Source: an optimization exercise on an open RTL-to-GDS flow (aim: small area). Production flows keep margins and buffers that such runs may drop. Where RTL was checked, it was by simulation tests only, not by an equivalence proof against the original. Power is estimated from default activity; no workload was simulated.

==> try-raven: inputs <==
==> flow/design.v (excerpt) <==
module rally_de1 (
    input CLOCK_50,
    input reset,
    input [3:0] KEY,
    input [9:0] SW,
    output VGA_CLK,
    output VGA_HS,
    output VGA_VS,
    output VGA_BLANK_N,
    output VGA_SYNC_N,
    output [7:0] VGA_R,
    output [7:0] VGA_G,
    output [7:0] VGA_B
);
==> flow/config.mk <==
export PLATFORM = sky130hd
export DESIGN_NAME = rally_de1
export DESIGN_NICKNAME = rally_de1
export VERILOG_FILES = /design/flow/design.v
export SDC_FILE = /design/flow/constraint.sdc
export NUM_CORES = 4
export LEC_CHECK = 0
export CAP_MARGIN = 20
export CORE_MARGIN = 2
export CORE_UTILIZATION = 40
export GPL_TIMING_DRIVEN = 0
export SLEW_MARGIN = 20
==> flow/constraint.sdc <==
create_clock -name core_clock -period 20.0 [get_ports {CLOCK_50}]
set_input_delay 4.0000 -clock core_clock [delete_from_list [all_inputs] [get_ports {CLOCK_50}]]
set_output_delay 4.0000 -clock core_clock [all_outputs]
set_load 0.01 [all_outputs]
standard.sh (not shown) runs the stock make flow with config.mk's settings and CLKGATE_MAP_FILE= SYNTH_SCRIPT=/design/flow/synth_recipe.tcl, a recipe that flattens the netlist after the stock synthesis.
==> flow/flow/run.sh <==
#!/bin/bash
# Layout flow: the standard synthesis; then its combinational logic re-mapped
# for area by ABC in four runs with different seeds (flow/reopt.sh; the
# flip-flops stay the cells and names the standard synthesis gave them, and
# each result is proven equal to the standard netlist); the smallest proven
# netlist replaces the standard one; then the standard flow from floorplan
# to finish, with a leaner clock tree. Each tool writes its full output to a log of its own here.
set -uo pipefail
R=orfs/results/$FLOW_PLATFORM/rally_de1/base
bash standard.sh synth > 1_standard_synth.log 2>&1 || exit 1
cp $R/1_2_yosys.v std_synth.v
for s in 1 2 3 4; do
  mkdir -p reopt_$s
  sed "s/@T@/${REOPT_SECONDS:-1800}/; s/@S@/$s/" flow/area.abc.in > reopt_$s/area.abc
  ( cd reopt_$s && bash ../flow/reopt.sh ../std_synth.v reopt.v area.abc > reopt.log 2>&1 ) &
done
wait
best=""; best_area=""
for s in 1 2 3 4; do
  a=$(tail -1 reopt_$s/reopt.log)
  if grep -q SUCCESS reopt_$s/reopt_eq_yosys.log 2>/dev/null && [[ $a =~ ^[0-9.]+$ ]]; then
    if [[ -z $best ]] || awk "BEGIN{exit !($a < $best_area)}"; then best=$s; best_area=$a; fi
  fi
done
echo "best re-mapping: ${best:-none} ${best_area}" > 1_reopt_choice.log
if [[ -n $best ]]; then
  cp reopt_$best/reopt.v $R/1_2_yosys.v
  rm -f $R/1_synth.odb $R/1_synth.sdc
fi
# Clock tree: no dummy loads, clkbuf_8 buffers. Port buffers: buf_1.
bash standard.sh CTS_ARGS="-sink_clustering_enable -repair_clock_nets -dont_use_dummy_load -buf_list sky130_fd_sc_hd__clkbuf_8" BUFFER_PORTS_ARGS="-buffer_cell sky130_fd_sc_hd__buf_1" finish > 2_standard_finish.log 2>&1
==> flow/flow/area.abc.in <==
strash
&get -n; &st; &deepsyn -T @T@ -S @S@; &put
strash; dch -f
amap -F 20 -A 20 -C 5000
topo; dnsize
Other scripts of this flow, unchanged in this note and not shown: flow/flow/cut.py, flow/flow/dont_use.txt, flow/flow/reopt.sh
==> try-quartz (differences from try-raven) <==
--- a/flow/design.v
+++ b/flow/design.v
@@ -1,32 +1,14 @@
 module map (
     input [1:0] L,
     input [4:0] gx,
     input [3:0] gy,
     output is_wall
 );
     assign is_wall = (~gx[4] & ~gx[3] & ~gx[2] & ~gx[1] & ~gx[0]) | (~gy[3] & ~gy[2] & ~gy[1] & ~gy[0]) | (L[1] & ~L[0] & ~gx[4] & ~gx[3] & gy[3] & ~gy[2] & ~gy[1] & gy[0]) | (gx[4] & gx[1] & gx[0]) | (L[1] & L[0] & ~gx[4] & ~gx[3] & ~gx[2] & ~gx[1] & gy[3] & gy[1]) | (L[1] & L[0] & ~gx[3] & ~gx[2] & ~gx[1] & gy[3] & gy[2]) | (gy[3] & gy[2] & gy[1]) | (L[1] & L[0] & gx[2] & gx[0] & ~gy[3] & ~gy[2] & ~gy[1]) | (L[1] & L[0] & ~gx[3] & gx[2] & gx[0] & ~gy[3] & ~gy[0]) | (L[1] & L[0] & gx[2] & gx[1] & ~gy[3] & ~gy[2] & ~gy[1]) | (L[1] & L[0] & ~gx[3] & gx[2] & gx[1] & ~gx[0] & gy[3] & gy[1]) | (L[1] & ~L[0] & gx[3] & ~gy[3] & gy[2] & ~gy[1] & gy[0]) | (L[0] & gx[3] & ~gx[2] & gx[1] & ~gx[0] & ~gy[3] & gy[2]) | (L[1] & L[0] & gx[3] & gx[2] & ~gy[2] & ~gy[1] & gy[0]) | (L[1] & L[0] & gx[3] & gx[2] & ~gx[1] & gx[0] & gy[3] & gy[1]) | (gx[3] & gx[2] & gx[1] & gx[0] & gy[3] & gy[2]) | (L[1] & L[0] & gx[4] & ~gy[3] & ~gy[2] & ~gy[1]) | (gx[4] & gy[3] & gy[2]) | (L[1] & L[0] & gx[3] & gx[2] & ~gy[3] & gy[1] & gy[0]) | (L[1] & L[0] & ~gx[3] & gx[2] & ~gx[0] & gy[2] & ~gy[0]) | (L[1] & L[0] & ~gx[3] & ~gx[2] & gx[1] & gx[0] & ~gy[0]) | (L[1] & L[0] & ~gx[3] & gx[2] & ~gy[2] & ~gy[1] & ~gy[0]) | (L[1] & L[0] & gx[3] & ~gx[2] & gy[3] & gy[2] & ~gy[0]) | (~L[1] & L[0] & gx[3] & ~gx[2] & gx[1] & ~gx[0] & gy[3] & ~gy[2]) | (L[1] & L[0] & gx[4] & ~gx[1] & ~gx[0] & ~gy[3] & gy[0]) | (L[1] & ~gx[3] & gx[2] & gx[1] & gx[0] & gy[3] & ~gy[2] & ~gy[0]) | (L[1] & L[0] & gx[3] & gx[2] & ~gx[1] & ~gx[0] & ~gy[3] & gy[2]) | (L[1] & L[0] & ~gx[1] & gx[0] & gy[3] & gy[2] & ~gy[0]) | (L[1] & L[0] & gx[3] & gx[2] & gx[1] & ~gy[3] & gy[0]) | (L[0] & gx[3] & ~gx[2] & gx[1] & ~gx[0] & ~gy[3] & gy[1] & gy[0]) | (L[1] & L[0] & ~gx[4] & ~gx[3] & gx[1] & ~gy[3] & ~gy[2] & ~gy[0]) | (L[1] & L[0] & gx[3] & gx[1] & gy[3] & ~gy[2] & ~gy[1] & gy[0]) | (L[1] & ~L[0] & ~gx[3] & gx[2] & gx[1] & gx[0] & gy[2] & gy[1]) | (L[1] & L[0] & gx[4] & ~gx[1] & ~gx[0] & ~gy[1] & gy[0]) | (L[0] & gx[3] & ~gx[2] & gx[1] & ~gx[0] & ~gy[2] & ~gy[1] & ~gy[0]) | (L[1] & ~L[0] & ~gx[3] & gx[2] & gx[1] & gx[0] & gy[3] & gy[1]) | (L[1] & L[0] & ~gx[3] & ~gx[2] & gx[1] & gx[0] & gy[3] & ~gy[2] & ~gy[1]) | (L[1] & ~L[0] & gx[2] & gx[1] & gx[0] & ~gy[3] & gy[2] & ~gy[1] & gy[0]);
-endmodule
-module collision (
-    input [1:0] L,
-    input [4:0] gx,
-    input [3:0] gq,
-    output bu, bd, bl, br
-);
-    wire [3:0] gy = gq + 4'd1;
-    wire ws, wu, wd, wl, wr;
-    map self_cell  (.L(L), .gx(gx),        .gy(gy),         .is_wall(ws));
-    map up_cell    (.L(L), .gx(gx),        .gy(gq),         .is_wall(wu));
-    map down_cell  (.L(L), .gx(gx),        .gy(gq + 4'd2),  .is_wall(wd));
-    map left_cell  (.L(L), .gx(gx - 5'd1), .gy(gy),         .is_wall(wl));
-    map right_cell (.L(L), .gx(gx + 5'd1), .gy(gy),         .is_wall(wr));
-    assign bu = ws | wu;
-    assign bd = ws | wd;
-    assign bl = ws | wl;
-    assign br = ws | wr;
 endmodule
 module rally_de1 (
     input CLOCK_50,
     input reset,
     input [3:0] KEY,
     input [9:0] SW,
     output VGA_CLK,
@@ -45,17 +27,17 @@
         if (reset) begin
             vga_clk <= 1'b0;
             xPixel <= 10'd0;
             yPixel <= 10'd0;
         end else begin
             vga_clk <= ~vga_clk;
             if (!vga_clk) begin
-                if (xPixel[9] & xPixel[8] & (&xPixel[4:0])) begin
+                if (xPixel == 10'd799) begin
                     xPixel <= 10'd0;
-                    yPixel <= (yPixel[9] & yPixel[3] & yPixel[2]) ? 10'd0 : yPixel + 10'd1;
+                    yPixel <= (yPixel == 10'd524) ? 10'd0 : yPixel + 10'd1;
                 end else
                     xPixel <= xPixel + 10'd1;
             end
         end
     end
     wire active = (xPixel <= 10'd639) && (yPixel <= 10'd479);
     assign VGA_CLK = vga_clk;
@@ -77,59 +59,50 @@
         else if (play) begin
             if (all_flags) S <= S_WIN;
             else if (time_out) S <= S_LOSE;
         end
     end
     reg [2:0] req_dir, cur_dir;
     reg [8:0] move_lfsr;      
-    reg [4:0] pgx;
-    reg [3:0] pgq;
-    reg [4:0] off;
-    wire [9:0] px = {pgx, cur_dir[1] ? 5'd0 : off};    
-    wire [8:0] pq = {pgq, cur_dir[1] ? off : 5'd0};    
+    reg [9:0] px;             
+    reg [8:0] pq;             
     always @(posedge clk) begin
         if (!play) req_dir <= 3'b000;
         else if (!KEY[3]) req_dir <= 3'b111;
         else if (!KEY[2]) req_dir <= 3'b110;
         else if (!KEY[1]) req_dir <= 3'b101;
         else if (!KEY[0]) req_dir <= 3'b100;
     end
     wire move_tick = move_lfsr == 9'h043;
-    wire aligned = off == 5'd0;
-    wire bu, bd, bl, br;
-    collision col (.L(L), .gx(pgx), .gq(pgq), .bu(bu), .bd(bd), .bl(bl), .br(br));
-    function blocked(input [2:0] d, input u, input dn, input l, input r);
-        blocked = d[1] ? (d[0] ? u : dn) : (d[0] ? l : r);
-    endfunction
-    wire go_req = req_dir[2] & ~blocked(req_dir, bu, bd, bl, br);
-    wire go_cur = cur_dir[2] & ~blocked(cur_dir, bu, bd, bl, br);
+    wire aligned = (px[4:0] == 5'd0) && (pq[4:0] == 5'd0);
+    reg [3:0] blk1, blk2, blk3;
+    wire [3:0] blk = L[1] ? (L[0] ? blk3 : blk2) : blk1;
+    wire go_req = req_dir[2] & ~blk[req_dir[1:0]];
+    wire go_cur = cur_dir[2] & ~blk[cur_dir[1:0]];
     wire [2:0] sd = (aligned & go_req) ? req_dir : cur_dir;
     wire step = move_tick & (~aligned | go_req | go_cur);
-    wire wrap = sd[0] ? (off == 5'd0) : (off == 5'd31);
     always @(posedge clk) begin
         if (!play) begin
             move_lfsr <= 9'd0;
             cur_dir <= 3'b000;
-            pgx <= 5'd5;
-            pgq <= 4'd6;
-            off <= 5'd0;
+            px <= 10'd160;
+            pq <= 9'd192;
         end else begin
             move_lfsr <= move_tick ? 9'd0 : {move_lfsr[7:0], ~(move_lfsr[8] ^ move_lfsr[4])};
             if (move_tick & aligned) begin
                 if (go_req) cur_dir <= req_dir;
                 else if (!go_cur) cur_dir[2] <= 1'b0;
             end
-            if (step) begin
-                off <= sd[0] ? off - 5'd1 : off + 5'd1;
-                if (wrap & ~sd[1]) pgx <= sd[0] ? pgx - 5'd1 : pgx + 5'd1;
-                if (wrap & sd[1]) pgq <= sd[0] ? pgq - 4'd1 : pgq + 4'd1;
-            end
+            if (step & ~sd[1]) px <= sd[0] ? px - 10'd1 : px + 10'd1;
+            if (step & sd[1]) pq <= sd[0] ? pq - 9'd1 : pq + 9'd1;
         end
     end
     reg [3:0] collected;
+    wire [4:0] pgx = px[9:5];
+    wire [3:0] pgq = pq[8:5];    
     always @(posedge clk) begin
         if (!play) collected <= 4'b0000;
         else case (L)
             2'd1: begin
                 if (pgx == 5'd18 && pgq == 4'd10) collected[0] <= 1'b1;
                 if (pgx == 5'd7  && pgq == 4'd1)  collected[1] <= 1'b1;
             end
@@ -211,16 +184,49 @@
                 (x >= 580 && x <= 588 && y >= 426 && y <= 428)) fuel_txt = 1'b1;
             if ((x >= 595 && x <= 597) || (x >= 595 && x <= 605 && y >= 433)) fuel_txt = 1'b1;
         end
     end
     wire [9:0] dx = x - px;
     wire [9:0] dy = y - {1'b0, pq};
     wire player = (dx[9:5] == 5'd0) && (dy[9:5] == 5'd1);
+    wire blank = ~active;
+    wire [4:0] k = x[4:0];
+    wire incx = ~cur_dir[1] & ~cur_dir[0] & (|px[4:0]);    
+    wire incy =  cur_dir[1] & ~cur_dir[0] & (|pq[4:0]);    
+    reg [4:0] tgx;
+    reg [3:0] tgy;
+    always @(*) begin
+        tgx = px[9:5] + {4'd0, incx};
+        tgy = pq[8:5] + 4'd1 + {3'd0, incy};
+        if (k[2])
+            case (k[1:0])
+                2'b11: tgy = tgy - 4'd1;
+                2'b10: tgy = tgy + 4'd1;
+                2'b01: tgx = tgx - 5'd1;
+                2'b00: tgx = tgx + 5'd1;
+            endcase
+    end
     wire pix_wall;
-    map mp (.L(L), .gx(gx), .gy(gy), .is_wall(pix_wall));
+    map mp (.L(blank ? k[4:3] : L), .gx(blank ? tgx : gx), .gy(blank ? tgy : gy), .is_wall(pix_wall));
+    reg wself;
+    always @(posedge clk) begin
+        if (blank && k[2:0] == 3'b000) wself <= pix_wall;
+        if (!play) begin
+            blk1 <= 4'b0000;
+            blk2 <= 4'b0000;
+            blk3 <= 4'b1100;
+        end else if (blank && k[2]) begin
+            case (k[4:3])
+                2'd1: blk1[k[1:0]] <= wself | pix_wall;
+                2'd2: blk2[k[1:0]] <= wself | pix_wall;
+                2'd3: blk3[k[1:0]] <= wself | pix_wall;
+                default: ;
+            endcase
+        end
+    end
     wire vc_1_18_11 = gx == 5'd18 && gy == 4'd11;
     wire vc_7_2     = gx == 5'd7  && gy == 4'd2;
     wire vc_18_1    = gx == 5'd18 && gy == 4'd1;
     wire vc_2_11    = gx == 5'd2  && gy == 4'd11;
     wire vc_9_8     = gx == 5'd9  && gy == 4'd8;
     wire vc_2_1     = gx == 5'd2  && gy == 4'd1;
     wire vc_5_11    = gx == 5'd5  && gy == 4'd11;
==> flow/flow/run.sh (replaced) <==
#!/bin/bash
# Layout flow: the standard synthesis; then its combinational logic re-mapped
# for area by ABC in four runs with different seeds (flow/reopt.sh; the
# flip-flops stay the cells and names the standard synthesis gave them, and
# each result is proven equal to the standard netlist); the smallest proven
# netlist replaces the standard one; then the standard flow from floorplan
# to finish. Each tool writes its full output to a log of its own here.
set -uo pipefail
R=orfs/results/$FLOW_PLATFORM/rally_de1/base
bash standard.sh synth > 1_standard_synth.log 2>&1 || exit 1
cp $R/1_2_yosys.v std_synth.v
for s in 1 2 3 4; do
  mkdir -p reopt_$s
  sed "s/@T@/${REOPT_SECONDS:-400}/; s/@S@/$s/" flow/area.abc.in > reopt_$s/area.abc
  ( cd reopt_$s && bash ../flow/reopt.sh ../std_synth.v reopt.v area.abc > reopt.log 2>&1 ) &
done
wait
best=""; best_area=""
for s in 1 2 3 4; do
  a=$(tail -1 reopt_$s/reopt.log)
  if grep -q SUCCESS reopt_$s/reopt_eq_yosys.log 2>/dev/null && [[ $a =~ ^[0-9.]+$ ]]; then
    if [[ -z $best ]] || awk "BEGIN{exit !($a < $best_area)}"; then best=$s; best_area=$a; fi
  fi
done
echo "best re-mapping: ${best:-none} ${best_area}" > 1_reopt_choice.log
if [[ -n $best ]]; then
  cp reopt_$best/reopt.v $R/1_2_yosys.v
  rm -f $R/1_synth.odb $R/1_synth.sdc
fi
bash standard.sh finish > 2_standard_finish.log 2>&1
==> flow/flow/area.abc.in (replaced) <==
strash
&get -n; &st; &deepsyn -T @T@ -S @S@; &put
strash; dch -f
&get -n; &st; &dch -f; &nf -R 1000 -a; &put
topo; dnsize
CTS_BUF_LIST = sky130_fd_sc_hd__clkbuf_4 sky130_fd_sc_hd__clkbuf_8   (was default)
==> impl_metrics.tcl <==
set metrics [dict create \
    crit_end "VGA_R[5]" \
    power_mw 0.277 \
    combPwrFrac_pct 10.1 \
    viasPerCell 6.41 \
    drt_first_pass_iters 6 \
    dp.cells 973 \
    insertion_delay_ns 0.36 \
    seq_cells 77 \
    cp_num_cells 15 \
    num_vias 6298 \
    met3_usage_pct 6.69 \
    min_from "tick_lfsr[10]" \
    pwr-share-clk_pct 32.9 \
    synth_fp_nets 781 \
    power.leakage_nw 1.76 \
    status "timing/DRC/antenna clean" \
]
the above is filed under try-raven

==> impl_metrics.tcl <==
set metrics [dict create \
    min_from "move_lfsr[5]" \
    met3_usage_pct 5.44 \
    dp.cells 1043 \
    num_vias 6369 \
    power_mw 0.365 \
    insertion_delay_ns 0.39 \
    seq_cells 95 \
    power.leakage_nw 2.35 \
    synth_fp_nets 838 \
    crit_end "VGA_R[3]" \
    cp_num_cells 22 \
    status "timing/DRC/antenna clean" \
]
the above is filed under try-quartz

No functional check of the RTL was part of try-quartz.

## static timing again, ports no longer ideal
No port has a modelled driver above. Below, the same layouts with a new extraction and two added sets of constraints. Step 1 assumes that a clkbuf_16 drives the clock port and a buf_2 every other input. Step 2 adds t to the input delays and takes it off the output delays; t is the mean of the earliest and latest rising clock arrival at the registers after step 1. Input paths then give back, and output paths get back, about the clock's delay inside the block. a / b / c = ideal / step 1 / step 2; a / b = the first two.
run | shift t [ns] | setup slack, ns | clock arrival spread, ns | worst slew at a driven data input, ns | pins driven straight from the clock port
try-raven | 0.381 | 7.385 / 7.366 / 7.366 | 0.032 / 0.032 | 0.03 | 1
try-quartz | 0.424 | 6.007 / 5.983 / 5.983 | 0.017 / 0.018 | 0.03 | 1
After both steps every run listed still meets setup and hold. For try-quartz, which loses most, drivers alone change the setup slack by -0.024 ns; drivers and shift together by -0.024 ns.
